This is an optimization exercise on Yosys and OpenROAD, whose aim is small area, a short achievable clock period and few clock cycles per item, not a production implementation.
The RTL was checked by simulation tests, not by an equivalence proof against the original design.
Power is estimated from default activity; no workload was simulated.

[design.v]
module insertion_sort
  (
   clk,
   rst,
   src_tvalid,
   src_tready,
   src_tdata,
   src_tlast,
   dest_tvalid,
   dest_tready,
   dest_tdata,
   dest_tlast,
   tlast_err
   );
   parameter DATA_WIDTH = 8;
   parameter ADDR_WIDTH = 6;
   input clk;
   input rst;
   input  src_tvalid;
   output src_tready;
   input  [DATA_WIDTH-1:0] src_tdata;
   input  src_tlast;
   output dest_tvalid;
   input  dest_tready;
   output [DATA_WIDTH-1:0] dest_tdata;
   output dest_tlast;
   output tlast_err;
   localparam SM_SORT = 1'b0;
   localparam SM_EJECT = 1'b1;
   reg [DATA_WIDTH-1:0] data_buf [2**ADDR_WIDTH-1:0];
   reg 	  sm;
   reg [ADDR_WIDTH:0] cnt;
   wire 	      tlast;
   integer 	      i;
   assign tlast = ((cnt == 2**ADDR_WIDTH-1) && (sm == SM_SORT))?src_tvalid : src_tlast;
   assign tlast_err = tlast && !src_tlast && src_tvalid && src_tready;
   assign src_tready = (sm == SM_SORT) && !rst ;
   assign dest_tvalid = (sm == SM_EJECT) && !rst;
   assign dest_tdata = data_buf[0];
   assign dest_tlast = (sm == SM_EJECT) && cnt == 1 && dest_tvalid;
   always @(posedge clk) begin
      if (src_tvalid && src_tready) begin
	 case (sm)
	   SM_SORT: begin
 	      data_buf[0] <= (cnt == 0)?src_tdata:
			    (data_buf[0] > src_tdata)?src_tdata : data_buf[0];
	      for (i = 1; i < 2**ADDR_WIDTH; i = i + 1) begin
		 if (i < cnt) begin
		    data_buf[i] <= (data_buf[i - 1] >= src_tdata)?data_buf[i-1]:
				   (data_buf[i] >= src_tdata)?src_tdata:
				   data_buf[i];
		 end else if (i == cnt) begin
		    data_buf[i] <= (data_buf[i - 1] >= src_tdata)?data_buf[i-1]:
				   src_tdata;
		 end else begin
		    data_buf[i] <= data_buf[i - 1];
		 end
	      end 
	   end 
	   SM_EJECT: begin
	      for (i = 1; i < 2**ADDR_WIDTH; i = i + 1) begin
		 data_buf[i] <= data_buf[i];
	      end
	   end    
	 endcase  
      end else if (dest_tvalid && dest_tready) begin
	 for (i = 0; i < 2**ADDR_WIDTH-1; i = i + 1) begin
	    data_buf[i] <= data_buf[i + 1];
	 end
      end else begin
	 for (i = 0; i < 2**ADDR_WIDTH; i = i + 1) begin
	    data_buf[i] <= data_buf[i];	 
	 end
      end
      if (src_tvalid && src_tready && !(dest_tvalid && dest_tready)) begin
	 cnt <= cnt + 1;
      end else if (!(src_tvalid && src_tready)
		   && dest_tvalid && dest_tready) begin
	 cnt <= (cnt == 0)?0:cnt - 1;
      end else begin
	 cnt <= cnt;
      end
      case (sm)
	SM_SORT: sm <= (src_tvalid && src_tready && tlast)? SM_EJECT:SM_SORT;
	SM_EJECT: sm <= (dest_tvalid && dest_tready && dest_tlast)? SM_SORT:
			SM_EJECT;
      endcase
      if (rst) begin
	 cnt <= 0;
	 sm <= SM_SORT;
      end
   end  
endmodule  
[run.sh]
#!/bin/bash
# synth_recipe.tcl (not shown) runs the flow's synth.tcl, then flattens the netlist and writes it again
# the make line also repeats each setting of config.mk as NAME=value (left out here)
make -C /OpenROAD-flow-scripts/flow DESIGN_CONFIG=/design/flow/config.mk WORK_HOME=/design/flow/orfs CLKGATE_MAP_FILE= SYNTH_SCRIPT=/design/flow/synth_recipe.tcl finish
[config.mk]
export PLATFORM = sky130hd
export DESIGN_NAME = insertion_sort
export DESIGN_NICKNAME = insertion_sort
export VERILOG_FILES = /design/flow/design.v
export SDC_FILE = /design/flow/constraint.sdc
export NUM_CORES = 4
export LEC_CHECK = 0
export CAP_MARGIN = 20
export CORE_MARGIN = 2
export CORE_UTILIZATION = 40
export SLEW_MARGIN = 20
[constraint.sdc]
create_clock -name core_clock -period 10.0 [get_ports {clk}]
set_input_delay 2.0000 -clock core_clock [delete_from_list [all_inputs] [get_ports {clk}]]
set_output_delay 2.0000 -clock core_clock [all_outputs]
set_load 0.01 [all_outputs]
==> impl_metrics.tcl, run 1 <==
set metrics [dict create \
    fillCellCount 9388 \
    hpwl_mm 94.9 \
    syn_area_mm2 0.0398 \
    initial_core_util_pct 40.4 \
    synth_top_area_share_pct 38.6 \
    post_cts_buffers 0 \
    placed_area_mm2 0.0411 \
    num-nets-final 4542 \
    finalWeightedCongestion 0.947 \
    synth-seq-cells 520 \
    vdd_ir_drop_max_mv 0.114 \
    path_max_fanout 39 \
    synth_top_family_by_area "compound AO/OA/AOI/OAI gates" \
    cts_tree "done" \
    maxCapViolCount 0 \
    cts_inserted_buffers 66 \
    drive_above_1_share_pct 5.08 \
    yosys-mux-area-fraction_pct 1.71 \
    cp-end-kind "output port" \
    synth_edf_count 512 \
    critPathRequiredTime_ns 8.00 \
    drt_wl_total_mm 146 \
    critical_path_class "input pin to output port" \
    synth_compound_area_share_pct 25.9 \
    powerDensity_mw_per_mm2 159 \
    clk_latency_ns 0.62 \
    clock_path_buffers 3 \
    grt_pass1_wl_mm 217 \
    p_leak_nw 16.7 \
    synth_warnings 2 \
    wl_per_cell_um 27.3 \
    synthArstFlopShare_pct 0 \
    cts_sinks 520 \
    die-area_mm2 0.102 \
    antenna_found_initial 1 \
    drv_slew 0 \
    startpoint_type "input pin" \
    synth_ff_type "edfxtp_1" \
    syn-num-nets 4686 \
    row_count 115 \
    synth-simple-area-share_pct 13.3 \
    syn_inst 4155 \
    max_freq_ghz 0.143 \
    vias 35700 \
    regArea_mm2 0.0155 \
    postRouteAntennaNets 0 \
    htreeDepth 3 \
    port_buffers 24 \
    fin_crit_sh_pct 70.0 \
    holdWs_ns 0.585 \
    max_slew_margin_pct 21.1 \
    status "timing/DRC/antenna clean" \
    period_needed_ns 7.00 \
    first_pass_iters 8 \
    rsz0062_at_grt "no" \
    worstMarginPinSlew_ns 1.18 \
    final_cell_area_mm2 0.0431 \
    die_y_um 319 \
    die_x_um 319 \
    synthXorXnorAreaFrac_pct 0.0440 \
    ios 25 \
    core_area_mm2 0.0986 \
    via_per_inst 6.67 \
    hold_buffers 0 \
    hold_class "flip-flop to flip-flop" \
    hold_viol_final 0 \
    clk_pin_slew_worst_paths_ns 0.06 \
    setup_viol 0 \
    worst-endpoint-arrival_ns 5.00 \
    synth_area_leaders "edfxtp_1 (39%), ha_1 (16%), a21oi_1 (6.3%), a221o_1 (5.5%), nand2_1 (3.9%)" \
    initialDrtViolationCount 4569 \
    drc_errors 0 \
    ys_types 81 \
    tns_ns 0 \
    clock-skew-final_ns 0.0248 \
    grt_max_degree 190 \
    synthAdderAreaFrac_pct 16.3 \
    cts-root-buf "clkbuf_16" \
    cts_resized 0 \
    seq_area_frac_synth_pct 39.0 \
    grt_use_total_pct 27.7 \
    avgSynthCellArea_um2 9.58 \
    grt_pass1_vias 33600 \
    yosys.area.top_type "edfxtp_1" \
    gr-total-overflow 0 \
    area_growth_pct 8.23 \
    multi_input_area_mm2 0.0229 \
]
==> worst max-delay path, stage by stage <==
cell	delay (ns)
clkdlybuf4s50_1	0.81
or3b_4	0.82
nor3_1	0.66
clkdlybuf4s50_1	0.67
==> report_power, final <==
group / internal [W] / total (W) / switching (W)
Combinational: 0.000572 / 0.00177 / 0.00120
Clock: 0.00127 / 0.00226 / 0.000990
Sequential: 0.00264 / 0.00282 / 0.000176
Total: 0.00448 / 0.00685 / 0.00237
==> metrics by stage <==
stage	std cells	util (%)	worst slack, ns	total power, W
floorplan	4155	-	4.44	0.00398
global placement	5230	41.7	3.10	0.00454
detailed placement	5230	41.7	3.09	0.00457
CTS	5340	43.6	3.07	0.00680
global route	5340	43.7	2.95	0.00711
finish	5342	43.7	3.00	0.00685
==> synth_stat cells, types with 32 or more instances <==
master,instances
ha_1,518
edfxtp_1,512
a21oi_1,500
nand2_1,418
nor2_1,286
clkbuf_1,248
a221o_1,217
o21ai_0,173
nand3_1,171
a31oi_1,167
o211ai_1,96
inv_1,86
nand2b_1,68
a21o_1,60
mux2i_1,60
o21a_1,52
o31a_1,47
or3_1,39
nor3_1,32
==> cell type report <==
class / instances / share of cell area (%)
Timing Repair Buffer: 84 / 1.66
Clock inverter: 34 / 0.471
Antenna cell: 2 / 0.0116
Tap cell: 1287 / 3.74
Inverter: 86 / 0.790
Clock buffer: 76 / 3.97
Sequential cell: 520 / 36.1
Multi-Input combinational cell: 3253 / 53.3
==> cells by family (layout without fill, tap and decap cells) <==
| logic type | Yosys count | count (layout) |
|---|---|---|
| xor gates and xnor gates | 2 | 2 |
| muxes | 67 | 67 |
| AOI/OAI and AO/OA | 1511 | 1511 |
| DFF | 520 | 520 |
| and+or+nand+nor | 1155 | 1155 |
| other | 0 | 2 |
| adders and majority gates | 518 | 518 |
| buffers and inverters | 382 | 280 |
==> path summary, 6_finish.rpt <==
path                                     start         endpoint  slack (ns)  cells past startpoint
worst max register to register              sm  data_buf[30][2]        5.93                      5
worst max-delay path                       rst        tlast_err        3.00                      4
worst min-delay path            data_buf[8][0]   data_buf[7][0]        0.58                      1
worst min register to register  data_buf[8][0]   data_buf[7][0]        0.58                      1
==> per-layer routing <==
layer | share of wire, % | GRT usage (%)
met3 | 10 | 4.67
met5 | 0 | 0
met4 | 4.2 | 11.4
met1 | 42 | 39.1
met2 | 43 | 41.8
==> sequential cells by signal, summed over array words and instances, names as in the netlist <==
| name | flops |
|---|---|
| data_buf | 512 |
| cnt | 7 |
| sm | 1 |
==> placed cells by master, fill, tap and decap left out, drive strengths merged, types with 68 or more instances in the layout <==
master / n
o21ai: 188
a221o: 217
edfxtp: 512
ha: 518
clkbuf: 76
o211ai: 96
buf: 68
inv: 89
a21oi: 501
nand2b: 68
a31oi: 168
nand2: 418
nor2: 287
nand3: 171
Testbench counts, summed over its fixed seeds: cycles 20,714, items 10,357.
==> inputs of run 2 (changes only) <==
==> design.v (replaced) <==
module insertion_sort
  (
   clk,
   rst,
   src_tvalid,
   src_tready,
   src_tdata,
   src_tlast,
   dest_tvalid,
   dest_tready,
   dest_tdata,
   dest_tlast,
   tlast_err
   );
   parameter DATA_WIDTH = 8;
   parameter ADDR_WIDTH = 6;
   localparam N = 2**ADDR_WIDTH;
   input clk;
   input rst;
   input  src_tvalid;
   output src_tready;
   input  [DATA_WIDTH-1:0] src_tdata;
   input  src_tlast;
   output dest_tvalid;
   input  dest_tready;
   output [DATA_WIDTH-1:0] dest_tdata;
   output dest_tlast;
   output tlast_err;
   reg [DATA_WIDTH-1:0] data [0:N-1];   
   reg [N-1:0]          mark;           
   reg [ADDR_WIDTH:0]   n;              
   reg [ADDR_WIDTH:0]   nc;             
   reg [ADDR_WIDTH-1:0] pos;            
   reg                  full;           
   reg                  have;           
   wire out = have && dest_tready && !rst;
   assign src_tready = !rst && (!full || (have && dest_tready));
   assign dest_tvalid = have && !rst;
   assign dest_tdata = data[0];
   assign dest_tlast = mark[0];
   wire ins = src_tvalid && src_tready;
   wire pos_max = &pos;
   assign tlast_err = ins && pos_max && !src_tlast;
   wire done = ins && (src_tlast || pos_max);
   function lt8;
      input [DATA_WIDTH-1:0] a, b;
      integer j;
      begin
         lt8 = 1'b0;
         for (j = 0; j < DATA_WIDTH; j = j + 1)
           lt8 = (!a[j] && b[j]) || (!a[j] && lt8) || (b[j] && lt8);
      end
   endfunction
   reg [N+1:0] L;
   reg [N:0]   V;
   reg [N-1:0] s_dn, s_up, s_x, s_h;
   reg [DATA_WIDTH-1:0] d_dn, d_up, d_next [0:N-1];
   function [N-1:0] therm;
      input [ADDR_WIDTH:0] v;
      reg [N-1:0] t;
      integer k, j;
      begin
         t = {N{1'b0}};
         t[0] = v[0];
         for (k = 1; k < ADDR_WIDTH; k = k + 1)
           for (j = 0; j < N/2; j = j + 1)
             if (j < (1 << k)) begin
                t[j+(1<<k)] = v[k] & t[j];
                t[j]        = v[k] | t[j];
             end
         therm = {N{v[ADDR_WIDTH]}} | t;
      end
   endfunction
   wire [N-1:0] Tn = therm(n);
   wire [N-1:0] Tc = therm(nc);
   integer i;
   always @* begin
      L[0] = 1'b1;
      L[N+1] = 1'b0;
      for (i = 0; i < N; i = i + 1)
        L[i+1] = !ins || Tc[i] || (Tn[i] && lt8(data[i], src_tdata));
      for (i = 0; i < N; i = i + 1)
        V[i] = Tn[i];
      V[N] = 1'b0;
      for (i = 0; i < N; i = i + 1) begin
         s_dn[i] = out && L[i+2];
         s_up[i] = !out && !L[i];
         s_x[i]  = out ? (L[i+1] && !L[i+2]) : (L[i] && !L[i+1]);
         s_h[i]  = out ? !L[i+1] : L[i+1];
         d_dn = (i < N-1) ? data[(i+1)%N] : {DATA_WIDTH{1'b0}};
         d_up = (i > 0) ? data[(i+N-1)%N] : {DATA_WIDTH{1'b0}};
         d_next[i] = ({DATA_WIDTH{s_dn[i]}} & d_dn)
                   | ({DATA_WIDTH{s_up[i]}} & d_up)
                   | ({DATA_WIDTH{s_x[i]}}  & src_tdata)
                   | ({DATA_WIDTH{s_h[i]}}  & data[i]);
      end
   end
   wire [ADDR_WIDTH:0] n_next = n + ins - out;
   always @(posedge clk) begin
      for (i = 0; i < N; i = i + 1)
        data[i] <= d_next[i];
      for (i = 0; i < N; i = i + 1) begin
         if (rst)
           mark[i] <= 1'b0;
         else if (done && (out ? (V[i] && !V[i+1]) : ((i == 0 || V[(i+N-1)%N]) && !V[i])))
           mark[i] <= 1'b1;
         else if (out)
           mark[i] <= (i < N-1) ? mark[(i+1)%N] : 1'b0;
      end
      n <= n_next;
      full <= (n_next == N);
      if (done) begin
         nc <= n_next;
         have <= 1'b1;
      end else if (out) begin
         nc <= nc - 1'b1;
         have <= (nc != 1);
      end
      if (done)     pos <= 0;
      else if (ins) pos <= pos + 1'b1;
      if (rst) begin
         n <= 0;
         nc <= 0;
         pos <= 0;
         full <= 1'b0;
         have <= 1'b0;
      end
   end
endmodule
==> impl_metrics.tcl, run 2 <==
set metrics [dict create \
    p_switching_w 0.00555 \
    p_sw_share_pct 42.9 \
    final_cell_mix "dfxtp_1 (598), a222oi_1 (523), o21ai_0 (485), nand2_1 (204), maj3_1 (170)" \
    synth_ff_type "dfxtp_1" \
    syn_inst 4008 \
    combPwrFrac_pct 38.0 \
    hold_viol_final 0 \
    seqPwrFrac_pct 40.7 \
    area_growth_pct 8.34 \
    max_slew_margin_pct 29.6 \
    gr-total-overflow 0 \
    worstMarginPinSlew_ns 1.05 \
    grt_pass1_vias 32000 \
    path_max_fanout 20 \
    tns_ns 0 \
    setup_viol 0 \
    syn-num-nets 4170 \
    ios 25 \
    cts_tree "done" \
    post-synth-top-count-cell "dfxtp_1" \
    cts_resized 0 \
    post_cts_buffers 0 \
    regMostFlops "data" \
    reg.largest.list "data (512), mark (64)" \
    ys_types 100 \
    critPathRequiredTime_ns 8.00 \
    clk_pin_slew_worst_paths_ns 0.06 \
    largest_reg_flops 512 \
    seq_area_frac_synth_pct 34.6 \
    hold_class "flip-flop to flip-flop" \
    synth_commonest_cells "dfxtp_1 (598), a222oi_1 (523), o21ai_0 (485)" \
    synth_edf_count 0 \
    synth_area_leaders "dfxtp_1 (35%), a222oi_1 (15%), o21ai_0 (7.0%), ha_1 (5.3%), maj3_1 (4.9%)" \
    final_cell_area_mm2 0.0375 \
    synth_top_family_by_area "compound AO/OA/AOI/OAI gates" \
    htreeDepth 3 \
    initial_core_util_pct 40.5 \
    drv_slew 0 \
    initialDrtViolationCount 6486 \
    first_pass_iters 11 \
    die_y_um 298 \
    die-area_mm2 0.0890 \
    startpoint_type "input pin" \
    reg2reg_depth 9 \
    grtUsageMet3_pct 5.48 \
    synth_top_area_share_pct 34.6 \
    clk_latency_ns 0.65 \
    grt_use_total_pct 28.7 \
    busiest_layer "met2" \
    intPower_w 0.00737 \
    final_common_cell "dfxtp_1" \
    synth_warnings 3 \
    cp-end-kind "output port" \
    die_x_um 298 \
    rsz0062_at_grt "no" \
    avgSynthCellArea_um2 8.64 \
    synth-seq-cells 598 \
    drc_errors 0 \
    postRouteAntennaNets 0 \
    min_delay_path_depth 2 \
    p_leak_nw 13.7 \
    yosys.area.top_type "dfxtp_1" \
    core_area_mm2 0.0855 \
    critical_path_class "input pin to output port" \
    fin_crit_sh_pct 65.7 \
    hold_buffers 0 \
    powerDensity_mw_per_mm2 344 \
    worst-endpoint-arrival_ns 4.57 \
    clock_path_buffers 3 \
    drive_above_1_share_pct 7.94 \
    grt_max_degree 110 \
    synthXorXnorAreaFrac_pct 0.354 \
    p_clk_share_pct 21.3 \
    antenna_found_initial 3 \
    port_buffers 24 \
    cts-root-buf "clkbuf_16" \
    cts_inserted_buffers 71 \
    grt_use_met2_pct 44.4 \
    via_per_inst 7.02 \
    utilization_pct 43.9 \
    vdd_ir_drop_max_mv 0.152 \
    num-nets-final 3908 \
    use_met1_pct 39.3 \
    placed_area_mm2 0.0351 \
    fillCellCount 8358 \
    hpwl_mm 90.0 \
    syn_area_mm2 0.0346 \
    p_total_w 0.0129 \
    status "timing/DRC/antenna clean" \
    vias 34700 \
    synth-simple-area-share_pct 11.1 \
    finalWeightedCongestion 0.930 \
    wl_per_cell_um 26.9 \
    clock-skew-final_ns 0.0280 \
    drt_wl_total_mm 133 \
    grt_pass1_wl_mm 203 \
    yosys-mux-area-fraction_pct 0.0867 \
    max_freq_ghz 0.152 \
    period_needed_ns 6.57 \
    cts_sinks 598 \
    maxCapViolCount 0 \
    row_count 107 \
    synth_compound_area_share_pct 36.5 \
    synthAdderAreaFrac_pct 10.6 \
    synthArstFlopShare_pct 0 \
]
==> run 2: changes by cell type after synthesis, sizes merged, moves of 209 or more <==
cell / change
nand2: -211
dfxtp: +590
buf: +231
a222oi: +523
a21oi: -319
o21ai: +340
a221o: -209
edfxtp: -512
ha: -370
==> run 2: routing by layer <==
metal / vias up / wire length (um)
met5: - / 13
met2: 1926 / 59000
met4: 2 / 5340
met1: 17100 / 55700
li1: 15400 / -
met3: 334 / 13100
==> run 2: power by group through the flow <==
stage	Sequential [W]	Clock, W	Combinational, W
global route	0.00538	0.00288	0.00540
detailed placement	0.00522	0	0.00478
global placement	0.00522	0	0.00470
floorplan	0.00451	0	0.00373
finish	0.00526	0.00276	0.00490
CTS	0.00517	0.00278	0.00480
==> run 2: final timing paths <==
path,start,slack (ns),endpoint
max,rst,3.43,tlast_err
min,mark[20],0.50,mark[19]
max reg2reg,n[3],5.78,data[44][2]
min reg2reg,mark[20],0.50,mark[19]
==> run 2: final cells by class <==
class                   instances  area (um2)  share of cell area [%]
multi-input cells            2823       20400                    54.2
flip-flops and latches        598       12000                    31.9
clock buffers                  99        2080                    5.55
well taps                    1144        1430                    3.81
inverters                     180         699                    1.86
repair buffers                 72         606                    1.61
clock inverters                30         377                    1.00
diodes                          2        5.00                  0.0133
==> run 2: critical path, stage by stage <==
cell and delay [ns]:
clkdlybuf4s50_1 0.77, nand2b_1 0.34, nor2_1 0.39, inv_1 0.19, nor4_1 0.30, clkdlybuf4s50_1 0.58
==> run 2: cell families (layout without fill, tap and decap cells) <==
group | Yosys count | in the layout
buf+inv | 587 | 381
other cells | 0 | 2
flops | 598 | 598
mux | 3 | 3
simple gates | 775 | 775
fa+ha+maj | 327 | 327
xor+xnor | 14 | 14
compound gates | 1704 | 1704
==> run 2: per-stage QoR <==
stage | cells | worst slack [ns] | hold WS, ns
final | 4948 | 3.43 | 0.499
after global routing | 4946 | 3.22 | 0.521
after CTS | 4946 | 3.41 | 0.494
after detailed placement | 4817 | 3.44 | 0.486
after global placement | 4817 | 3.43 | 0.475
after floorplan | 4008 | 2.61 | 0.455
Testbench counts of run 2, summed over its fixed seeds: cycles 10,866, items 10,357.
==> inputs of run 3 (changes only) <==
--- a/config.mk
+++ b/config.mk
@@ -8,4 +8,5 @@
 export CAP_MARGIN = 20
 export CORE_MARGIN = 2
 export CORE_UTILIZATION = 40
+export SETUP_SLACK_MARGIN = 5
 export SLEW_MARGIN = 20
==> impl_metrics.tcl, run 3 <==
set metrics [dict create \
    status "timing/DRC/antenna clean" \
    synth_top_family_by_area "compound AO/OA/AOI/OAI gates" \
    clk_pin_slew_worst_paths_ns 0.06 \
    hpwl_mm 89.5 \
    final_cell_area_mm2 0.0378 \
    p_switching_w 0.00552 \
    reg.largest.list "data (512), mark (64)" \
    largest_reg_flops 512 \
    worstMarginPinSlew_ns 1.11 \
    synthAdderAreaFrac_pct 10.6 \
    crit_buf_inv 3 \
    yosys.area.top_type "dfxtp_1" \
    critPathRequiredTime_ns 8.00 \
    synth_area_leaders "dfxtp_1 (35%), a222oi_1 (15%), o21ai_0 (7.0%), ha_1 (5.3%), maj3_1 (4.9%)" \
    p_leak_nw 13.8 \
    seqPwrFrac_pct 40.8 \
    syn-num-nets 4170 \
    p_sw_share_pct 42.8 \
    initial_core_util_pct 40.5 \
    placed_area_mm2 0.0351 \
    first_pass_iters 13 \
    max_slew_margin_pct 25.7 \
    ios 25 \
    rsz0062_at_grt "yes" \
    p_clk_share_pct 20.9 \
    cts_inserted_buffers 71 \
    drive_above_1_share_pct 8.27 \
    final_cell_mix "dfxtp_1 (598), a222oi_1 (523), o21ai_0 (484), nand2_1 (204), maj3_1 (170)" \
    worst-endpoint-arrival_ns 2.93 \
    die-area_mm2 0.0890 \
    syn_inst 4008 \
    max_stage_delay_ns 0.22 \
    wl_per_cell_um 27.2 \
    grt_pass1_vias 32300 \
    row_count 107 \
    powerDensity_mw_per_mm2 341 \
    synth_edf_count 0 \
    grt_use_total_pct 28.6 \
    path_delay_family "simple AND/OR/NAND/NOR gates" \
    cts-root-buf "clkbuf_16" \
    critical_path_class "input pin to output port" \
    regMostFlops "data" \
    cts_sinks 598 \
    fin_crit_sh_pct 49.3 \
    syn_area_mm2 0.0346 \
    vdd_ir_drop_max_mv 0.153 \
    path_cells "buf_4 -> nand2b_4 -> nor2_4 -> inv_2 -> nor4_2 -> buf_2" \
    yosys-mux-area-fraction_pct 0.0867 \
    synth_compound_area_share_pct 36.5 \
    combPwrFrac_pct 38.2 \
    post-synth-top-count-cell "dfxtp_1" \
    postRouteAntennaNets 0 \
    clock-skew-final_ns 0.0310 \
    synth_top_area_share_pct 34.6 \
    tns_ns 0 \
    cts_tree "done" \
    gr-total-overflow 0 \
    max_freq_ghz 0.203 \
    ys_types 100 \
    hold_viol_final 0 \
    startpoint_type "input pin" \
    synth_ff_type "dfxtp_1" \
    setup_viol 0 \
    die_x_um 298 \
    core_area_mm2 0.0855 \
    maxCapViolCount 0 \
    synth-seq-cells 598 \
    antenna_found_initial 1 \
    area_growth_pct 9.00 \
    path_max_fanout 20 \
    vias 34900 \
    grt_max_degree 93 \
    die_y_um 298 \
    hold_class "flip-flop to flip-flop" \
    synth-simple-area-share_pct 11.1 \
    drc_errors 0 \
    final_common_cell "dfxtp_1" \
    via_per_inst 7.04 \
    synthXorXnorAreaFrac_pct 0.354 \
    cp-end-kind "output port" \
    synth_warnings 3 \
    clk_latency_ns 0.63 \
    fillCellCount 8393 \
    avgSynthCellArea_um2 8.64 \
    synth_commonest_cells "dfxtp_1 (598), a222oi_1 (523), o21ai_0 (485)" \
    drv_slew 0 \
    slowest_stage "nor4_2" \
    grt_pass1_wl_mm 203 \
    htreeDepth 3 \
    initialDrtViolationCount 6572 \
    intPower_w 0.00737 \
    finalWeightedCongestion 0.949 \
    clock_path_buffers 3 \
    port_buffers 24 \
    period_needed_ns 4.93 \
    synthArstFlopShare_pct 0 \
    num-nets-final 3917 \
    seq_area_frac_synth_pct 34.6 \
    drt_wl_total_mm 135 \
]
run 3: worst paths after layout:
path | start | endpoint | slack (ns) | depth (start not counted)
setup / recovery | rst | tlast_err | 5.07 | 6
hold / removal | mark[46] | mark[45] | 0.49 | 2
setup reg to reg | n[3] | data[44][0] | 5.68 | 9
hold reg to reg | mark[46] | mark[45] | 0.49 | 2
run 3: area by class of cell:
cell class | count | area [um2] | share of cell area, %
repair buffers | 77 | 757 | 2.00
well taps | 1144 | 1430 | 3.79
clock buffers | 102 | 2050 | 5.44
diodes | 1 | 2.50 | 0.00663
flip-flops and latches | 598 | 12000 | 31.7
inverters | 180 | 742 | 1.96
repair inverters | 2 | 17.5 | 0.0464
clock inverters | 25 | 328 | 0.868
multi-input cells | 2825 | 20500 | 54.2
run 3: layer usage:
metal / share of wire, % / up-vias / global-route usage (%) / wire, um
met3: 9.9 / 418 / 5.30 / 13300
met4: 5.4 / 0 / 14.7 / 7220
met5: 0 / - / 0 / 0
li1: - / 15400 / - / -
met1: 40 / 17000 / 37.8 / 54600
met2: 44 / 2006 / 44.4 / 59800
run 3: power by group through the flow:
stage | clock network [W] | registers [W] | logic (W)
after global placement | 0 | 0.00522 | 0.00471
after CTS | 0.00273 | 0.00518 | 0.00482
after floorplan | 0 | 0.00451 | 0.00373
after detailed placement | 0 | 0.00522 | 0.00479
final | 0.00270 | 0.00526 | 0.00493
after global routing | 0.00283 | 0.00538 | 0.00542
run 3: through the flow:
step	worst slack, ns	util, %	total power (W)	std cells	hold slack (ns)
floorplan	4.95	-	0.00824	4008	0.455
global placement	3.50	41.0	0.00994	4815	0.473
detailed placement	3.56	41.0	0.0100	4815	0.486
CTS	4.78	43.9	0.0127	4949	0.484
global route	5.00	44.1	0.0136	4953	0.512
finish	5.07	44.1	0.0129	4954	0.494
run 3: worst reg2reg max path: cells and delay by family (launching register included):
family                   cells  cell delay, ns
AO/OA/AOI/OAI                5            1.40
adder cells (fa/ha/maj)      1            0.34
buffers and inverters        1            0.40
flip-flops                   1            0.94
AND/OR/NAND/NOR              2            1.12
run 3: logic make-up after synthesis:
family                     after synthesis
adders and majority gates              327
xor gates and xnor gates                14
DFF                                    598
muxes                                    3
AOI/OAI and AO/OA                     1704
and+or+nand+nor                        775
buffers and inverters                  587
run 3: timing repair:
action / 4_1_cts / 5_1_grt
pin swaps: 2 / 1
buffers inserted: 5 / 1
hold buffers: 0 / 0
setup endpoints to repair: 398 / 264
gates cloned: 2 / 3
resized for setup: 38 / 34
==> inputs of run 4 (changes only) <==
--- a/design.v
+++ b/design.v
@@ -33,15 +33,19 @@
    reg [ADDR_WIDTH-1:0] pos;            
    reg                  full;           
    reg                  have;           
+   reg [DATA_WIDTH-1:0] x;              
+   reg                  xv;             
+   reg                  xlast;          
    wire out = have && dest_tready && !rst;
-   assign src_tready = !rst && (!full || (have && dest_tready));
+   wire ins = xv && (!full || out);     
+   assign src_tready = !rst && (!xv || !full || (have && dest_tready));
    assign dest_tvalid = have && !rst;
    assign dest_tdata = data[0];
    assign dest_tlast = mark[0];
-   wire ins = src_tvalid && src_tready;
+   wire acc = src_tvalid && src_tready;
    wire pos_max = &pos;
-   assign tlast_err = ins && pos_max && !src_tlast;
-   wire done = ins && (src_tlast || pos_max);
+   assign tlast_err = acc && pos_max && !src_tlast;
+   wire done = ins && xlast;
    function lt8;
       input [DATA_WIDTH-1:0] a, b;
       integer j;
@@ -51,10 +55,6 @@
            lt8 = (!a[j] && b[j]) || (!a[j] && lt8) || (b[j] && lt8);
       end
    endfunction
-   reg [N+1:0] L;
-   reg [N:0]   V;
-   reg [N-1:0] s_dn, s_up, s_x, s_h;
-   reg [DATA_WIDTH-1:0] d_dn, d_up, d_next [0:N-1];
    function [N-1:0] therm;
       input [ADDR_WIDTH:0] v;
       reg [N-1:0] t;
@@ -73,12 +73,16 @@
    endfunction
    wire [N-1:0] Tn = therm(n);
    wire [N-1:0] Tc = therm(nc);
+   reg [N+1:0] L;
+   reg [N:0]   V;
+   reg [N-1:0] s_dn, s_up, s_x, s_h;
+   reg [DATA_WIDTH-1:0] d_dn, d_up, d_next [0:N-1];
    integer i;
    always @* begin
       L[0] = 1'b1;
       L[N+1] = 1'b0;
       for (i = 0; i < N; i = i + 1)
-        L[i+1] = !ins || Tc[i] || (Tn[i] && lt8(data[i], src_tdata));
+        L[i+1] = !ins || Tc[i] || (Tn[i] && lt8(data[i], x));
       for (i = 0; i < N; i = i + 1)
         V[i] = Tn[i];
       V[N] = 1'b0;
@@ -91,7 +95,7 @@
          d_up = (i > 0) ? data[(i+N-1)%N] : {DATA_WIDTH{1'b0}};
          d_next[i] = ({DATA_WIDTH{s_dn[i]}} & d_dn)
                    | ({DATA_WIDTH{s_up[i]}} & d_up)
-                   | ({DATA_WIDTH{s_x[i]}}  & src_tdata)
+                   | ({DATA_WIDTH{s_x[i]}}  & x)
                    | ({DATA_WIDTH{s_h[i]}}  & data[i]);
       end
    end
@@ -107,6 +111,11 @@
          else if (out)
            mark[i] <= (i < N-1) ? mark[(i+1)%N] : 1'b0;
       end
+      if (acc) begin
+         x <= src_tdata;
+         xlast <= src_tlast || pos_max;
+      end
+      xv <= acc || (xv && !ins);
       n <= n_next;
       full <= (n_next == N);
       if (done) begin
@@ -116,14 +125,14 @@
          nc <= nc - 1'b1;
          have <= (nc != 1);
       end
-      if (done)     pos <= 0;
-      else if (ins) pos <= pos + 1'b1;
+      if (acc) pos <= (src_tlast || pos_max) ? 0 : pos + 1'b1;
       if (rst) begin
          n <= 0;
          nc <= 0;
          pos <= 0;
          full <= 1'b0;
          have <= 1'b0;
+         xv <= 1'b0;
       end
    end
 endmodule
==> impl_metrics.tcl, run 4 <==
set metrics [dict create \
    status "timing/DRC/antenna clean" \
    worst-endpoint-arrival_ns 2.93 \
    fillCellCount 8295 \
    hold_class "flip-flop to flip-flop" \
    wl_per_cell_um 25.5 \
    final_common_cell "dfxtp_1" \
    finalWeightedCongestion 0.972 \
    max_freq_ghz 0.203 \
    vdd_ir_drop_max_mv 0.158 \
    syn_area_mm2 0.0345 \
    maxCapViolCount 0 \
    grt_pass1_vias 31400 \
    worstMarginPinSlew_ns 1.19 \
    row_count 107 \
    setup_viol 0 \
    synth_edf_count 9 \
    startpoint_type "input pin" \
    rsz0062_at_grt "yes" \
    largest_reg_flops 512 \
    syn-num-nets 4047 \
    hold_viol_final 0 \
    yosys.area.top_type "dfxtp_1" \
    via_per_inst 6.91 \
    hp-start "pos[5]" \
    cp-end-kind "output port" \
    reg.largest.list "data (512), mark (64), x (8)" \
    grt_max_degree 145 \
    final_cell_area_mm2 0.0375 \
    port_buffers 24 \
    synthArstFlopShare_pct 0 \
    period_needed_ns 4.93 \
    num-nets-final 3804 \
    die_x_um 298 \
    placed_area_mm2 0.0350 \
    critPathRequiredTime_ns 8.00 \
    antenna_found_initial 2 \
    critical_path_class "input pin to output port" \
    drive_above_1_share_pct 8.61 \
    clock-skew-final_ns 0.0145 \
    first_pass_iters 11 \
    clk_latency_ns 0.62 \
    cp-startpoint "src_tvalid" \
    final_cell_mix "dfxtp_1 (599), o21ai_0 (498), a222oi_1 (495), nor2_1 (172), maj3_1 (150)" \
    drt_wl_total_mm 123 \
    drc_errors 0 \
    htreeDepth 3 \
    reg2reg_from "x[7]" \
    core_area_mm2 0.0853 \
    die-area_mm2 0.0887 \
    drv_slew 0 \
    p_leak_nw 13.6 \
    synth_warnings 3 \
    post-synth-top-count-cell "dfxtp_1" \
    fin_crit_sh_pct 49.3 \
    grt_pass1_wl_mm 193 \
    max_slew_margin_pct 20.5 \
    tns_ns 0 \
    area_growth_pct 8.59 \
    postRouteAntennaNets 0 \
    initialDrtViolationCount 5598 \
    syn_inst 3885 \
    synth_ff_type "dfxtp_1" \
    avgSynthCellArea_um2 8.89 \
    synth_area_leaders "dfxtp_1 (35%), a222oi_1 (14%), o21ai_0 (7.2%), ha_1 (5.4%), maj3_1 (4.3%)" \
    cts_sinks 608 \
    hpwl_mm 84.5 \
    initial_core_util_pct 40.5 \
    cts_tree "done" \
    vias 33400 \
    die_y_um 298 \
    synth_top_area_share_pct 34.7 \
    ys_types 99 \
    path_max_fanout 6 \
    cts-root-buf "clkbuf_16" \
    clock_path_buffers 3 \
    cts_inserted_buffers 71 \
    n_antenna_cell 0 \
    powerDensity_mw_per_mm2 340 \
    seq_area_frac_synth_pct 35.5 \
    synth_commonest_cells "dfxtp_1 (599), o21ai_0 (499), a222oi_1 (495)" \
    regMostFlops "data" \
    ios 25 \
    clk_pin_slew_worst_paths_ns 0.06 \
    grt_use_total_pct 26.7 \
    gr-total-overflow 0 \
    synth-seq-cells 608 \
]
==> run 4: worst paths after layout <==
check,end,slack [ns],cells past startpoint
worst max-delay path,tlast_err,5.07,4
worst min-delay path,pos[5],0.49,2
worst max register to register,data[40][7],5.39,10
worst min register to register,pos[5],0.49,2
==> run 4: worst max-delay path: stages <==
cell,delay [ns]
clkdlybuf4s50_1,0.54
nand2_4,0.09
nor3_2,0.14
buf_2,0.15
==> run 4: kinds of logic (layout without fill, tap and decap cells) <==
group | Yosys count | after routing | synth area share, %
compound gates | 1726 | 1726 | 37.4
xor+xnor | 13 | 13 | 0.330
fa+ha+maj | 323 | 323 | 10.6
buf+inv | 545 | 355 | 6.25
flops | 608 | 608 | 35.5
mux | 7 | 7 | 0.279
simple gates | 663 | 663 | 9.68
==> run 4: stage by stage <==
| stage | setup WS [ns] | instances | power (W) | util, % | hold slack [ns] |
|---|---|---|---|---|---|
| finish | 5.07 | 4839 | 0.0127 | 44.0 | 0.486 |
| CTS | 5.00 | 4838 | 0.0126 | 43.9 | 0.494 |
| global placement | 3.85 | 4711 | 0.00988 | 41.1 | 0.473 |
| floorplan | 5.14 | 3885 | 0.00831 | - | 0.449 |
| detailed placement | 3.88 | 4711 | 0.00995 | 41.1 | 0.486 |
| global route | 4.91 | 4839 | 0.0135 | 44.0 | 0.508 |
==> run 4: routing by layer <==
layer	GRT usage, %	share of wire, %	vias up
met5	0	0.011	-
met4	9.58	3.2	2
met3	3.91	8.5	232
met2	42.8	46	1650
met1	36.3	43	16400
li1	-	-	15100
==> run 4: area by class of cell <==
type | count | area (um2) | share of cell area (%)
multi-input combinational | 2732 | 20200 | 53.8
sequential | 608 | 12300 | 32.7
clock buffer | 102 | 2100 | 5.60
tap | 1144 | 1430 | 3.82
timing repair buffer | 79 | 692 | 1.85
inverter | 150 | 596 | 1.59
clock inverter | 24 | 236 | 0.631
==> run 4: report_power, final <==
group | internal, W | switching (W) | total [W]
Sequential | 0.00361 | 0.00167 | 0.00528
Clock | 0.00156 | 0.00109 | 0.00266
Combinational | 0.00225 | 0.00256 | 0.00481
Total | 0.00742 | 0.00532 | 0.0127
==> run 4: timing repair <==
| item | CTS | global route |
|---|---|---|
| gates cloned | 1 | 0 |
| hold buffers | 0 | 0 |
| setup endpoints to repair | 365 | 23 |
| setup buffers | 0 | 1 |
| gates resized for setup | 22 | 10 |
| pin swaps | 0 | 1 |
Testbench counts of run 4, summed over its fixed seeds: cycles 10,874, items 10,357.
==> inputs of run 5 (changes only) <==
--- a/design.v
+++ b/design.v
@@ -36,15 +36,17 @@
    reg [DATA_WIDTH-1:0] x;              
    reg                  xv;             
    reg                  xlast;          
+   reg                  rdy;            
+   reg                  rdy_max;        
    wire out = have && dest_tready && !rst;
    wire ins = xv && (!full || out);     
-   assign src_tready = !rst && (!xv || !full || (have && dest_tready));
+   assign src_tready = !rst && rdy;
    assign dest_tvalid = have && !rst;
    assign dest_tdata = data[0];
    assign dest_tlast = mark[0];
    wire acc = src_tvalid && src_tready;
    wire pos_max = &pos;
-   assign tlast_err = acc && pos_max && !src_tlast;
+   assign tlast_err = src_tvalid && !src_tlast && !rst && rdy_max;
    wire done = ins && xlast;
    function lt8;
       input [DATA_WIDTH-1:0] a, b;
@@ -100,6 +102,9 @@
       end
    end
    wire [ADDR_WIDTH:0] n_next = n + ins - out;
+   wire xv_next = acc || (xv && !ins);
+   wire [ADDR_WIDTH-1:0] pos_next = !acc ? pos : (src_tlast || pos_max) ? 0 : pos + 1'b1;
+   wire rdy_next = !(xv_next && n_next == N);
    always @(posedge clk) begin
       for (i = 0; i < N; i = i + 1)
         data[i] <= d_next[i];
@@ -115,7 +120,9 @@
          x <= src_tdata;
          xlast <= src_tlast || pos_max;
       end
-      xv <= acc || (xv && !ins);
+      xv <= xv_next;
+      rdy <= rdy_next;
+      rdy_max <= rdy_next && (&pos_next);
       n <= n_next;
       full <= (n_next == N);
       if (done) begin
@@ -125,7 +132,7 @@
          nc <= nc - 1'b1;
          have <= (nc != 1);
       end
-      if (acc) pos <= (src_tlast || pos_max) ? 0 : pos + 1'b1;
+      pos <= pos_next;
       if (rst) begin
          n <= 0;
          nc <= 0;
@@ -133,6 +140,8 @@
          full <= 1'b0;
          have <= 1'b0;
          xv <= 1'b0;
+         rdy <= 1'b1;
+         rdy_max <= 1'b0;
       end
    end
 endmodule
==> impl_metrics.tcl, run 5 <==
set metrics [dict create \
    avgSynthCellArea_um2 8.74 \
    die_x_um 298 \
    reg.largest.list "data (512), mark (64), x (8)" \
    antenna_found_initial 1 \
    worstMarginPinSlew_ns 1.03 \
    rsz0062_at_grt "no" \
    gr-total-overflow 0 \
    post-synth-top-count-cell "dfxtp_1" \
    yosys.area.top_type "dfxtp_1" \
    utilization_pct 44.0 \
    r2r_end "data[27][6]" \
    reg2reg_from "x[7]" \
    cp-end-kind "output port" \
    synth-seq-cells 610 \
    critPathRequiredTime_ns 8.00 \
    final_cell_mix "dfxtp_1 (601), a222oi_1 (491), o21ai_0 (305), o21ai_1 (253), a21oi_1 (191)" \
    clk_latency_ns 0.63 \
    cts-root-buf "clkbuf_16" \
    synth_ff_type "dfxtp_1" \
    cts_tree "done" \
    ios 25 \
    finalWeightedCongestion 0.950 \
    die_y_um 298 \
    wl_per_cell_um 25.8 \
    cp-startpoint "src_tlast" \
    grt_use_total_pct 27.2 \
    fin_crit_sh_pct 48.8 \
    row_count 107 \
    hpwl_mm 84.9 \
    syn_inst 3962 \
    maxCapViolCount 0 \
    cts_sinks 610 \
    synth_top_area_share_pct 34.7 \
    postRouteAntennaNets 0 \
    num-nets-final 3878 \
    largest_reg_flops 512 \
    syn-num-nets 4124 \
    drv_slew 0 \
    seq_area_frac_synth_pct 35.5 \
    r2r_slack_ns 5.77 \
    ys_types 101 \
    drc_errors 0 \
    first_pass_iters 14 \
    grt_pass1_vias 31800 \
    area_growth_pct 8.61 \
    synth_warnings 3 \
    port_buffers 24 \
    startpoint_type "input pin" \
    die-area_mm2 0.0889 \
    synth_area_leaders "dfxtp_1 (35%), a222oi_1 (14%), ha_1 (5.3%), maj3_1 (4.7%), o21ai_0 (4.4%)" \
    hold_class "flip-flop to flip-flop" \
    vias 34000 \
    core_area_mm2 0.0854 \
    clk_pin_slew_worst_paths_ns 0.06 \
    powerDensity_mw_per_mm2 322 \
    initialDrtViolationCount 6096 \
    syn_area_mm2 0.0346 \
    cts_inserted_buffers 70 \
    regMostFlops "data" \
    fillCellCount 8526 \
    clock_path_buffers 3 \
    path_max_fanout 2 \
    tns_ns 0 \
    max_slew_margin_pct 30.4 \
    htreeDepth 3 \
    setup_viol 0 \
    drt_wl_total_mm 127 \
    final_common_cell "dfxtp_1" \
    vdd_ir_drop_max_mv 0.140 \
    hp-start "data[63][0]" \
    via_per_inst 6.93 \
    hold_viol_final 0 \
    grt_max_degree 89 \
    p_leak_nw 13.4 \
    synth_commonest_cells "dfxtp_1 (601), a222oi_1 (491), o21ai_0 (305)" \
    critical_path_class "input pin to output port" \
    status "timing/DRC/antenna clean" \
    drive_above_1_share_pct 7.81 \
    reg2reg_depth 12 \
    min_to "data[63][0]" \
    clock-skew-final_ns 0.0282 \
    period_needed_ns 4.88 \
    min_delay_path_depth 2 \
    initial_core_util_pct 40.5 \
    max_freq_ghz 0.205 \
    synthArstFlopShare_pct 0 \
    synth_edf_count 9 \
    grt_pass1_wl_mm 195 \
    worst-endpoint-arrival_ns 2.88 \
]
[run 5: critical path, cell delays in order]
cell,delay (ns)
clkdlybuf4s50_1,0.43
nor4bb_2,0.27
buf_2,0.18
[run 5: worst max path at each step]
stage | to | slack, ns | cells after the start
2_1_floorplan | rdy_max | 4.91 | 19
3_3_place_gp | rdy_max | 3.60 | 19
3_5_place_dp | rdy_max | 3.56 | 19
4_1_cts | rdy_max | 5.00 | 18
5_1_grt | tlast_err | 5.10 | 3
6_report | tlast_err | 5.12 | 3
[run 5: final cells by class]
| class | instances | area [um2] | share of cell area (%) |
|---|---|---|---|
| flip-flops and latches | 610 | 12300 | 32.7 |
| inverters | 154 | 627 | 1.67 |
| clock inverters | 22 | 181 | 0.482 |
| diodes | 2 | 5.00 | 0.0133 |
| clock buffers | 100 | 2060 | 5.47 |
| well taps | 1144 | 1430 | 3.81 |
| repair inverters | 1 | 11.3 | 0.0299 |
| multi-input cells | 2797 | 20200 | 53.7 |
| repair buffers | 82 | 782 | 2.08 |
[run 5: power by group]
part	switching (W)	internal [W]
sequential	0.00171	0.00358
combinational	0.00220	0.00204
clock	0.00108	0.00148
[run 5: kinds of logic (layout without fill, tap and decap cells)]
group                      count (synthesis)  count (layout)  share of synthesized area (%)
AOI/OAI and AO/OA                       1738            1738                           36.6
xor gates and xnor gates                  14              14                          0.354
adders and majority gates                326             326                           10.6
buffers and inverters                    555             359                           6.29
DFF                                      610             610                           35.5
muxes                                      8               8                          0.231
other                                      0               2                              0
and+or+nand+nor                          711             711                           10.5
[run 5: through the flow]
step | hold WS [ns] | cells | setup WS [ns] | area [um2] | total power (W)
4_1_cts | 0.490 | 4903 | 5.00 | 37500 | 0.0120
6_report | 0.486 | 4912 | 5.12 | 37600 | 0.0121
2_1_floorplan | 0.450 | 3962 | 4.91 | 34700 | 0.00787
5_1_grt | 0.513 | 4912 | 5.10 | 37600 | 0.0128
3_3_place_gp | 0.476 | 4779 | 3.60 | 35100 | 0.00934
3_5_place_dp | 0.474 | 4779 | 3.56 | 35100 | 0.00940
[run 5: timing repair]
item / in CTS / in global routing
cloned: 2 / 2
resized for setup: 26 / 9
setup endpoints to repair: 264 / 124
hold endpoints to repair: 0 / 0
hold buffers: 0 / 0
pin swaps: 0 / 3
setup buffers: 0 / 5
[run 5: routing by layer]
| layer | up-vias | track usage, % | wire [um] |
|---|---|---|---|
| met5 | - | 0 | 0 |
| met4 | 0 | 9.72 | 4430 |
| met3 | 287 | 5.40 | 11100 |
| met2 | 1755 | 42.9 | 57000 |
| met1 | 16700 | 36.8 | 54300 |
| li1 | 15300 | - | - |
Testbench counts of run 5, summed over its fixed seeds: cycles 10,876, items 10,357.
==> inputs of run 6 (changes only) <==
==> flow/run.sh (new file) <==
#!/bin/bash
set -euo pipefail
bash standard.sh SETUP_SLACK_MARGIN=5.6 finish > standard.log 2>&1
==> standard.sh (new file) <==
#!/bin/bash
# synth_recipe.tcl (not shown) runs the flow's synth.tcl, then flattens the netlist and writes it again
# the make line also repeats each setting of config.mk as NAME=value (left out here)
make -C /OpenROAD-flow-scripts/flow DESIGN_CONFIG=/design/flow/config.mk WORK_HOME=/design/flow/orfs CLKGATE_MAP_FILE= SYNTH_SCRIPT=/design/flow/synth_recipe.tcl "${@:-finish}"
--- a/config.mk
+++ b/config.mk
@@ -8,5 +8,4 @@
 export CAP_MARGIN = 20
 export CORE_MARGIN = 2
 export CORE_UTILIZATION = 40
-export SETUP_SLACK_MARGIN = 5
 export SLEW_MARGIN = 20
removed: run.sh
==> impl_metrics.tcl, run 6 <==
set metrics [dict create \
    status "timing/DRC/antenna clean" \
    drt_wl_total_mm 130 \
    cts_tree "done" \
    syn-num-nets 4124 \
    intPower_w 0.00737 \
    synth_area_leaders "dfxtp_1 (35%), a222oi_1 (14%), ha_1 (5.3%), maj3_1 (4.7%), o21ai_0 (4.4%)" \
    vdd_ir_drop_max_mv 0.151 \
    period_needed_ns 4.62 \
    max_slew_margin_pct 24.1 \
    die-area_mm2 0.0889 \
    initial_core_util_pct 40.5 \
    startpoint_type "input pin" \
    initialDrtViolationCount 6201 \
    p_sw_share_pct 40.9 \
    post-synth-top-count-cell "dfxtp_1" \
    avgSynthCellArea_um2 8.74 \
    path_max_fanout 4 \
    clk_latency_ns 0.63 \
    grt_pass1_wl_mm 197 \
    wl_per_cell_um 26.1 \
    drv_slew 0 \
    grt_max_degree 88 \
    dpl_worst_slack_ns 3.30 \
    dr_wl_met2_mm 58.1 \
    hold_class "flip-flop to flip-flop" \
    via_per_inst 6.97 \
    num-nets-final 3921 \
    crit_path_end "tlast_err" \
    cts_inserted_buffers 71 \
    clk_pin_slew_worst_paths_ns 0.06 \
    combPwrFrac_pct 35.4 \
    cp-end-kind "output port" \
    port_buffers 24 \
    reg2reg_depth 9 \
    clock_path_buffers 3 \
    p_switching_w 0.00510 \
    drive_above_1_share_pct 11.8 \
    die_x_um 298 \
    reg.largest.list "data (512), mark (64), x (8)" \
    finalWeightedCongestion 0.936 \
    max_freq_ghz 0.216 \
    grt_pass1_vias 32000 \
    cts_sinks 610 \
    syn_area_mm2 0.0346 \
    met3_length_mm 11.6 \
    hold_viol_final 0 \
    htreeDepth 3 \
    ys_types 101 \
    p_clk_share_pct 22.1 \
    powerDensity_mw_per_mm2 320 \
    setup_viol 0 \
    cp-startpoint "rst" \
    routed.top_layer "met5" \
    synth_top_area_share_pct 34.7 \
    r2r_slack_ns 5.71 \
    drc_errors 0 \
    setup_slack_ns 5.38 \
    met1_length_mm 54.1 \
    synthArstFlopShare_pct 0 \
    regMostFlops "data" \
    worstMarginPinSlew_ns 1.13 \
    n_antenna_cell 0 \
    critPathRequiredTime_ns 8.00 \
    die_y_um 298 \
    first_pass_iters 11 \
    yosys.area.top_type "dfxtp_1" \
    critical_path_class "input pin to output port" \
    antenna_found_initial 3 \
    seqPwrFrac_pct 42.5 \
    p_total_w 0.0125 \
    hold_buffers 0 \
    synth_commonest_cells "dfxtp_1 (601), a222oi_1 (491), o21ai_0 (305)" \
    core_area_mm2 0.0854 \
    tns_ns 0 \
    final_common_cell "dfxtp_1" \
    r2r_end "data[60][7]" \
    maxCapViolCount 0 \
    worst-endpoint-arrival_ns 2.62 \
    final_cell_mix "dfxtp_1 (601), a222oi_1 (491), o21ai_1 (295), o21ai_0 (261), a21oi_1 (183)" \
    synth_ff_type "dfxtp_1" \
    synth-seq-cells 610 \
    p_leak_nw 13.8 \
    largest_reg_flops 512 \
    fin_crit_sh_pct 46.2 \
    gr-total-overflow 0 \
    row_count 107 \
    syn_inst 3962 \
    cts-root-buf "clkbuf_16" \
    rsz0062_at_grt "yes" \
    postRouteAntennaNets 0 \
    placed_area_mm2 0.0352 \
    reg2reg_from "nc[1]" \
    clock-skew-final_ns 0.0242 \
    seq_area_frac_synth_pct 35.5 \
    final_cell_area_mm2 0.0389 \
    synth_edf_count 9 \
    synth_warnings 3 \
    hp-start "pos[1]" \
    hpwl_mm 84.8 \
    grt_use_total_pct 27.6 \
    ios 25 \
    vias 34500 \
    area_growth_pct 12.4 \
]
run 6: per-layer routing:
| layer | track usage (%) | up-vias |
|---|---|---|
| li1 | - | 15400 |
| met1 | 37.0 | 17000 |
| met3 | 5.12 | 338 |
| met4 | 11.0 | 5 |
| met2 | 43.6 | 1732 |
| met5 | 0 | - |
run 6: cells by family (layout without fill, tap and decap cells):
family / count (synthesis) / after routing / synth area share, %
mux: 8 / 8 / 0.231
buf+inv: 555 / 402 / 6.29
xor+xnor: 14 / 14 / 0.354
fa+ha+maj: 326 / 326 / 10.6
flops: 610 / 610 / 35.5
compound gates: 1738 / 1738 / 36.6
simple gates: 711 / 711 / 10.5
run 6: cell type report:
class                      instances  area, um2
sequential                       610      12300
clock inverter                    17        243
fill                            8310      46500
multi-input combinational       2797      20900
timing repair buffer             123       1180
clock buffer                     106       2180
timing repair inverter             2       27.5
inverter                         154        629
tap                             1144       1430
run 6: power by group through the flow:
stage | sequential [W] | clock, W | combinational (W)
after floorplan | 0.00456 | 0 | 0.00332
after global placement | 0.00527 | 0 | 0.00407
after detailed placement | 0.00526 | 0 | 0.00413
after CTS | 0.00522 | 0.00277 | 0.00420
after global routing | 0.00543 | 0.00287 | 0.00488
final | 0.00530 | 0.00275 | 0.00442
run 6: worst min path at each step:
stage / cells after the start / endpoint / slack [ns]
floorplan: 2 / data[63][0] / 0.45
global placement: 2 / mark[12] / 0.48
detailed placement: 2 / mark[42] / 0.48
CTS: 2 / mark[28] / 0.50
global route: 2 / mark[27] / 0.52
finish: 2 / pos[1] / 0.50
run 6: worst max-delay path, stage by stage:
cell	delay (ns)
buf_8	0.10
buf_12	0.11
nor4bb_1	0.24
buf_2	0.17
run 6: what timing repair did:
item / 4_1_cts / 5_1_grt
buffers inserted: 16 / 30
gates resized for setup: 64 / 176
cloned: 5 / 2
pin swaps: 6 / 56
setup endpoints to repair: 535 / 363
run 6: through the flow:
step / cells / utilization (%) / hold WS, ns
after floorplan: 3962 / - / 0.450
after global placement: 4777 / 41.2 / 0.476
after detailed placement: 4777 / 41.2 / 0.483
after CTS: 4921 / 44.5 / 0.499
after global routing: 4953 / 45.6 / 0.524
final: 4953 / 45.6 / 0.500
==> inputs of run 7 (changes only) <==
==> flow/run.sh (replaced) <==
#!/bin/bash
# The standard layout (standard.sh: the standard synthesis and ORFS flow,
# unchanged) with two changes of settings:
# - timing repair aims at a larger setup margin than config.mk accepts, so
#   that repair works the design below the fixed clock period;
# - clock tree synthesis clusters at most 12 flip-flops within 50 um per
#   clkbuf_8 leaf buffer and inserts no dummy loads, which makes a smaller
#   tree than the default clkbuf_16 one while keeping clock-pin slew low.
# make's whole output goes to standard.log; ORFS keeps each step's log under
# orfs/logs.
set -euo pipefail
bash standard.sh SETUP_SLACK_MARGIN=5.6 \
  "CTS_ARGS=-sink_clustering_enable -repair_clock_nets -dont_use_dummy_load -buf_list sky130_fd_sc_hd__clkbuf_8 -sink_clustering_size 12 -sink_clustering_max_diameter 50" \
  finish > standard.log 2>&1
==> impl_metrics.tcl, run 7 <==
set metrics [dict create \
    status "timing/DRC/antenna clean" \
    regMostFlops "data" \
    clk_latency_ns 0.71 \
    syn-num-nets 4124 \
    num-nets-final 3901 \
    cp-end-kind "output port" \
    reg.largest.list "data (512), mark (64), x (8)" \
    initialDrtViolationCount 5838 \
    row_count 107 \
    hpwl_mm 84.8 \
    die_x_um 298 \
    gr-total-overflow 0 \
    p_clk_share_pct 14.6 \
    combPwrFrac_pct 38.2 \
    cts_sinks 610 \
    antenna_found_initial 2 \
    hold_class "flip-flop to flip-flop" \
    synth_area_leaders "dfxtp_1 (35%), a222oi_1 (14%), ha_1 (5.3%), maj3_1 (4.7%), o21ai_0 (4.4%)" \
    htreeDepth 3 \
    cts_tree "done" \
    port_buffers 24 \
    intPower_w 0.00636 \
    die-area_mm2 0.0889 \
    syn_inst 3962 \
    crit_buf_inv 3 \
    synthArstFlopShare_pct 0 \
    vias 34200 \
    die_y_um 298 \
    p_sw_share_pct 43.3 \
    core_area_mm2 0.0854 \
    synth_edf_count 9 \
    period_needed_ns 4.62 \
    tns_ns 0 \
    setup_slack_ns 5.38 \
    grt_max_degree 88 \
    area_growth_pct 6.40 \
    cts_inserted_buffers 80 \
    largest_reg_flops 512 \
    setup_viol 0 \
    initial_core_util_pct 40.5 \
    finalWeightedCongestion 0.936 \
    critical_path_class "input pin to output port" \
    path_delay_family "buffers and inverters" \
    wl_per_cell_um 26.2 \
    powerDensity_mw_per_mm2 305 \
    fillCellCount 8521 \
    hold_viol_final 0 \
    final_common_cell "dfxtp_1" \
    p_leak_nw 13.0 \
    max_freq_ghz 0.216 \
    postRouteAntennaNets 0 \
    worstMarginPinSlew_ns 1.06 \
    p_switching_w 0.00486 \
    clock_path_buffers 3 \
    clock-skew-final_ns 0.0685 \
    synth-seq-cells 610 \
    grt_use_total_pct 27.4 \
    drive_above_1_share_pct 8.91 \
    max_slew_margin_pct 28.4 \
    fin_crit_sh_pct 46.2 \
    utilization_pct 43.1 \
    path_cells "buf_8 -> buf_12 -> nor4bb_1 -> buf_2" \
    rsz0062_at_grt "yes" \
    synth_warnings 3 \
    ios 25 \
    ys_types 101 \
    clk_pin_slew_worst_paths_ns 0.08 \
    vdd_ir_drop_max_mv 0.123 \
    worst-endpoint-arrival_ns 2.62 \
    seq_area_frac_synth_pct 35.5 \
    max_stage_delay_ns 0.24 \
    seqPwrFrac_pct 47.2 \
    grt_pass1_vias 32000 \
    dpl_worst_slack_ns 3.30 \
    startpoint_type "input pin" \
    syn_area_mm2 0.0346 \
    cts-root-buf "clkbuf_8" \
    drc_errors 0 \
    grt_pass1_wl_mm 195 \
    path_max_fanout 3 \
    synth_ff_type "dfxtp_1" \
    yosys.area.top_type "dfxtp_1" \
    avgSynthCellArea_um2 8.74 \
    holdWs_ns 0.493 \
    via_per_inst 7.00 \
    drv_slew 0 \
    final_cell_mix "dfxtp_1 (601), a222oi_1 (491), o21ai_0 (303), o21ai_1 (255), a21oi_1 (187)" \
    synth_commonest_cells "dfxtp_1 (601), a222oi_1 (491), o21ai_0 (305)" \
    critPathRequiredTime_ns 8.00 \
    maxCapViolCount 0 \
    slowest_stage "nor4bb_1" \
    first_pass_iters 13 \
    drt_wl_total_mm 128 \
    post-synth-top-count-cell "dfxtp_1" \
    synth_top_area_share_pct 34.7 \
]
## run 7: cell counts after synthesis
Identical to the previous run, type by type.
## run 7: power by group through the flow
stage               logic [W]  registers, W  clock network (W)
detailed placement    0.00413       0.00526                  0
CTS                   0.00418       0.00522            0.00166
finish                0.00429       0.00529            0.00164
global placement      0.00407       0.00527                  0
floorplan             0.00332       0.00456                  0
global route          0.00475       0.00543            0.00174
## run 7: cell families after synthesis
kind of cell | share of synthesized area, %
DFF | 35.5
adders and majority gates | 10.6
AOI/OAI and AO/OA | 36.6
buffers and inverters | 6.29
xor gates and xnor gates | 0.354
muxes | 0.231
and+or+nand+nor | 10.5
## run 7: worst paths after layout
path         cells after the start  startpoint  slack, ns          to
min reg2reg                      2     mark[2]       0.49     mark[1]
min                              2     mark[2]       0.49     mark[1]
max reg2reg                     12       nc[1]       5.79  data[4][4]
max                              4         rst       5.38   tlast_err
## run 7: cell type report
| class | instances | area, um2 | share of cell area [%] |
|---|---|---|---|
| Timing Repair Buffer | 95 | 935 | 2.54 |
| Multi-Input combinational cell | 2797 | 20400 | 55.4 |
| Tap cell | 1144 | 1430 | 3.88 |
| Antenna cell | 1 | 2.50 | 0.00679 |
| Inverter | 154 | 629 | 1.71 |
| Timing Repair inverter | 1 | 16.3 | 0.0441 |
| Sequential cell | 610 | 12300 | 33.4 |
| Clock buffer | 80 | 1100 | 2.99 |
## run 7: layer usage
layer	GRT usage [%]	wire (um)
met3	5.06	11100
met1	36.7	54100
met2	43.3	57700
met4	11.0	4970
met5	0	13
## run 7: per-stage QoR
step | cell area (um2) | power, W | instances
6_report | 36800 | 0.0112 | 4882
5_1_grt | 36800 | 0.0119 | 4882
4_1_cts | 36600 | 0.0111 | 4872
3_5_place_dp | 35200 | 0.00940 | 4777
3_3_place_gp | 35200 | 0.00934 | 4777
2_1_floorplan | 34800 | 0.00788 | 3962
## run 7: timing repair
| action | CTS | global route |
|---|---|---|
| resized for setup | 59 | 43 |
| hold buffers | 0 | 0 |
| cloned | 4 | 1 |
| pin swaps | 6 | 13 |
| endpoints found under the setup margin | 532 | 336 |
| setup buffers | 11 | 8 |
## run 7: worst register-to-register path, cell delays in order (launching register included)
cell,delay [ns]
dfxtp_1,0.73
inv_1,0.38
ha_1,0.33
inv_1,0.09
ha_1,0.73
inv_1,0.35
o221ai_1,0.17
o22ai_1,0.15
and2_1,0.27
inv_1,0.08
ha_2,0.33
a222oi_1,0.32
o21ai_0,0.13
==> inputs of run 8 (changes only) <==
==> flow/run.sh (replaced) <==
#!/bin/bash
# The standard layout (standard.sh: the standard synthesis and ORFS flow,
# unchanged) with two changes of settings:
# - timing repair aims at a larger setup margin than config.mk accepts, so
#   that repair works the design below the fixed clock period;
# - clock tree synthesis clusters at most 10 flip-flops within 40 um per
#   clkbuf_4 leaf buffer and inserts no dummy loads, which makes a smaller
#   tree than the default clkbuf_16 one while keeping clock-pin slew low.
# make's whole output goes to standard.log; ORFS keeps each step's log under
# orfs/logs.
set -euo pipefail
bash standard.sh SETUP_SLACK_MARGIN=5.6 \
  "CTS_ARGS=-sink_clustering_enable -repair_clock_nets -dont_use_dummy_load -buf_list sky130_fd_sc_hd__clkbuf_4 -sink_clustering_size 10 -sink_clustering_max_diameter 40" \
  finish > standard.log 2>&1
==> impl_metrics.tcl, run 8 <==
set metrics [dict create \
    status "timing/DRC/antenna clean" \
    synth_commonest_cells "dfxtp_1 (601), a222oi_1 (491), o21ai_0 (305)" \
    crit_path_end "tlast_err" \
    maxCapViolCount 0 \
    holdWs_ns 0.461 \
    hold_viol_final 0 \
    via_per_inst 7.00 \
    reg.largest.list "data (512), mark (64), x (8)" \
    avgSynthCellArea_um2 8.74 \
    setup_viol 0 \
    synth-seq-cells 610 \
    drv_slew 0 \
    period_needed_ns 4.62 \
    clk_latency_ns 1.00 \
    num-nets-final 3922 \
    reg2reg_from "nc[1]" \
    vdd_ir_drop_max_mv 0.124 \
    finalWeightedCongestion 0.936 \
    max_stage_delay_ns 0.24 \
    regMostFlops "data" \
    vias 34300 \
    cp-end-kind "output port" \
    intPower_w 0.00612 \
    rsz0062_at_grt "yes" \
    clock_path_buffers 3 \
    fin_crit_sh_pct 46.2 \
    syn-num-nets 4124 \
    final_common_cell "dfxtp_1" \
    grt_pass1_vias 32100 \
    largest_reg_flops 512 \
    post-synth-top-count-cell "dfxtp_1" \
    critPathRequiredTime_ns 8.00 \
    p_switching_w 0.00482 \
    max_freq_ghz 0.216 \
    p_leak_nw 12.8 \
    drt_wl_total_mm 127 \
    path_cells "buf_8 -> buf_12 -> nor4bb_1 -> buf_2" \
    synth_ff_type "dfxtp_1" \
    cts-root-buf "clkbuf_4" \
    cts_tree "done" \
    die_y_um 298 \
    combPwrFrac_pct 39.0 \
    wl_per_cell_um 26.0 \
    seqPwrFrac_pct 48.3 \
    port_buffers 24 \
    worstMarginPinSlew_ns 1.14 \
    hpwl_mm 84.8 \
    path_max_fanout 4 \
    cts_inserted_buffers 106 \
    core_area_mm2 0.0854 \
    critical_path_class "input pin to output port" \
    seq_area_frac_synth_pct 35.5 \
    ios 25 \
    grt_max_degree 88 \
    htreeDepth 3 \
    grt_pass1_wl_mm 195 \
    syn_inst 3962 \
    startpoint_type "input pin" \
    dpl_worst_slack_ns 3.30 \
    cp-startpoint "rst" \
    area_growth_pct 4.99 \
    hold_buffers 0 \
    setup_slack_ns 5.38 \
    initialDrtViolationCount 6212 \
    utilization_pct 42.6 \
    synth_edf_count 9 \
    slowest_stage "nor4bb_1" \
    powerDensity_mw_per_mm2 301 \
    r2r_slack_ns 5.66 \
    drc_errors 0 \
    cts_sinks 610 \
    grt_use_total_pct 27.3 \
    reg2reg_depth 12 \
    p_sw_share_pct 44.1 \
    gr-total-overflow 0 \
    yosys.area.top_type "dfxtp_1" \
    final_cell_mix "dfxtp_1 (601), a222oi_1 (491), o21ai_0 (305), o21ai_1 (253), a21oi_1 (189)" \
    hold_class "flip-flop to flip-flop" \
    synth_top_area_share_pct 34.7 \
    die-area_mm2 0.0889 \
    max_slew_margin_pct 22.9 \
    tns_ns 0 \
    synthArstFlopShare_pct 0 \
    clock-skew-final_ns 0.128 \
    synth_warnings 3 \
    row_count 107 \
    ys_types 101 \
    syn_area_mm2 0.0346 \
    initial_core_util_pct 40.5 \
    first_pass_iters 9 \
    drive_above_1_share_pct 8.46 \
    r2r_end "data[4][3]" \
    synth_area_leaders "dfxtp_1 (35%), a222oi_1 (14%), ha_1 (5.3%), maj3_1 (4.7%), o21ai_0 (4.4%)" \
    worst-endpoint-arrival_ns 2.62 \
    antenna_found_initial 4 \
    postRouteAntennaNets 0 \
    clk_pin_slew_worst_paths_ns 0.11 \
    p_clk_share_pct 12.7 \
    die_x_um 298 \
]
run 8: cell counts after synthesis:
Identical to the previous run, type by type.
run 8: worst min path at each step:
stage                            from           to  slack, ns  depth (start not counted)
final                        mark[27]     mark[26]       0.46                          2
after detailed placement     mark[43]     mark[42]       0.48                          2
after floorplan           data[63][0]  data[63][0]       0.45                          2
after CTS                    mark[61]     mark[60]       0.46                          2
after global routing         mark[61]     mark[60]       0.48                          2
after global placement       mark[13]     mark[12]       0.48                          2
run 8: power groups by stage:
stage,sequential (W),clock [W],combinational (W)
4_1_cts,0.00521,0.00141,0.00416
3_5_place_dp,0.00526,0,0.00413
3_3_place_gp,0.00527,0,0.00407
2_1_floorplan,0.00456,0,0.00332
6_report,0.00529,0.00139,0.00426
5_1_grt,0.00542,0.00151,0.00472
run 8: metal layers:
metal	up-vias	global-route usage (%)	share of wire, %
li1	15400	-	-
met4	4	11.1	3.6
met1	16900	36.5	42
met5	-	0	0.027
met2	1736	43.1	45
met3	324	5.16	9.0
run 8: critical path, delay by kind of cell:
family        cells  cell delay (ns)
buf+inv           3             0.38
simple gates      1             0.24
run 8: kinds of logic after synthesis:
family	Yosys count	synth area share, %
compound gates	1738	36.6
xor+xnor	14	0.354
mux	8	0.231
fa+ha+maj	326	10.6
simple gates	711	10.5
flops	610	35.5
buf+inv	555	6.29
run 8: what timing repair did:
action | CTS | global route
gates resized for setup | 47 | 15
setup buffers | 6 | 8
cloned | 2 | 3
endpoints found under the setup margin | 529 | 193
pin swaps | 2 | 6
run 8: final cells by class:
| cell class | count | area (um2) |
|---|---|---|
| Fill cell | 8602 | 49100 |
| Multi-Input combinational cell | 2797 | 20300 |
| Sequential cell | 610 | 12300 |
| Tap cell | 1144 | 1430 |
| Timing Repair Buffer | 90 | 873 |
| Clock buffer | 106 | 796 |
| Inverter | 154 | 632 |
| Timing Repair inverter | 1 | 16.3 |
| Antenna cell | 4 | 10.0 |
run 8: metrics by stage:
stage | instances | total power, W | instance area, um2
after detailed placement | 4777 | 0.00940 | 35200
final | 4906 | 0.0109 | 36400
after global routing | 4906 | 0.0117 | 36400
after global placement | 4777 | 0.00934 | 35200
after floorplan | 3962 | 0.00788 | 34800
after CTS | 4891 | 0.0108 | 36200

-- port drivers added, routing unchanged --
No port has a modelled driver above. Below, the same layouts with a new extraction and two added sets of constraints.
Step 1: set_driving_cell puts a clkbuf_16 on clk and a buf_2 on each other input, an assumption about the parent block.
Step 2 adds t to the input delays and takes it off the output delays; t is the mean of the earliest and latest rising clock arrival at the registers after step 1. Input paths then give back, and output paths get back, about the clock's delay inside the block.
Slacks: ideal / step 1 / step 2; pairs: ideal / step 1.
run | shift t [ns] | setup slack, ns | hold slack, ns | worst setup path after step 2 | slew at the worst register clock pin (ns)
run 1 | 0.679 | 3.004 / 2.975 / 2.975 | 0.585 / 0.585 / 0.585 | input to output | 0.06 / 0.06
run 2 | 0.702 | 3.427 / 3.402 / 3.402 | 0.499 / 0.499 / 0.499 | input to output | 0.07 / 0.07
run 3 | 0.677 | 5.070 / 5.039 / 4.495 | 0.494 / 0.494 / 0.494 | input to register | 0.06 / 0.06
run 4 | 0.689 | 5.075 / 5.040 / 4.533 | 0.486 / 0.486 / 0.486 | input to register | 0.06 / 0.06
run 5 | 0.680 | 5.123 / 5.098 / 4.691 | 0.486 / 0.486 / 0.486 | input to register | 0.06 / 0.06
run 6 | 0.690 | 5.380 / 5.333 / 4.880 | 0.500 / 0.500 / 0.500 | input to register | 0.06 / 0.06
run 7 | 0.742 | 5.380 / 5.332 / 4.892 | 0.493 / 0.493 / 0.493 | input to register | 0.09 / 0.09
run 8 | 1.001 | 5.379 / 5.333 / 4.642 | 0.461 / 0.461 / 0.461 | input to register | 0.11 / 0.11
After both steps setup and hold are still met in every run listed. For run 8, which loses most, drivers alone change the setup slack by -0.046 ns; drivers and shift together by -0.737 ns.
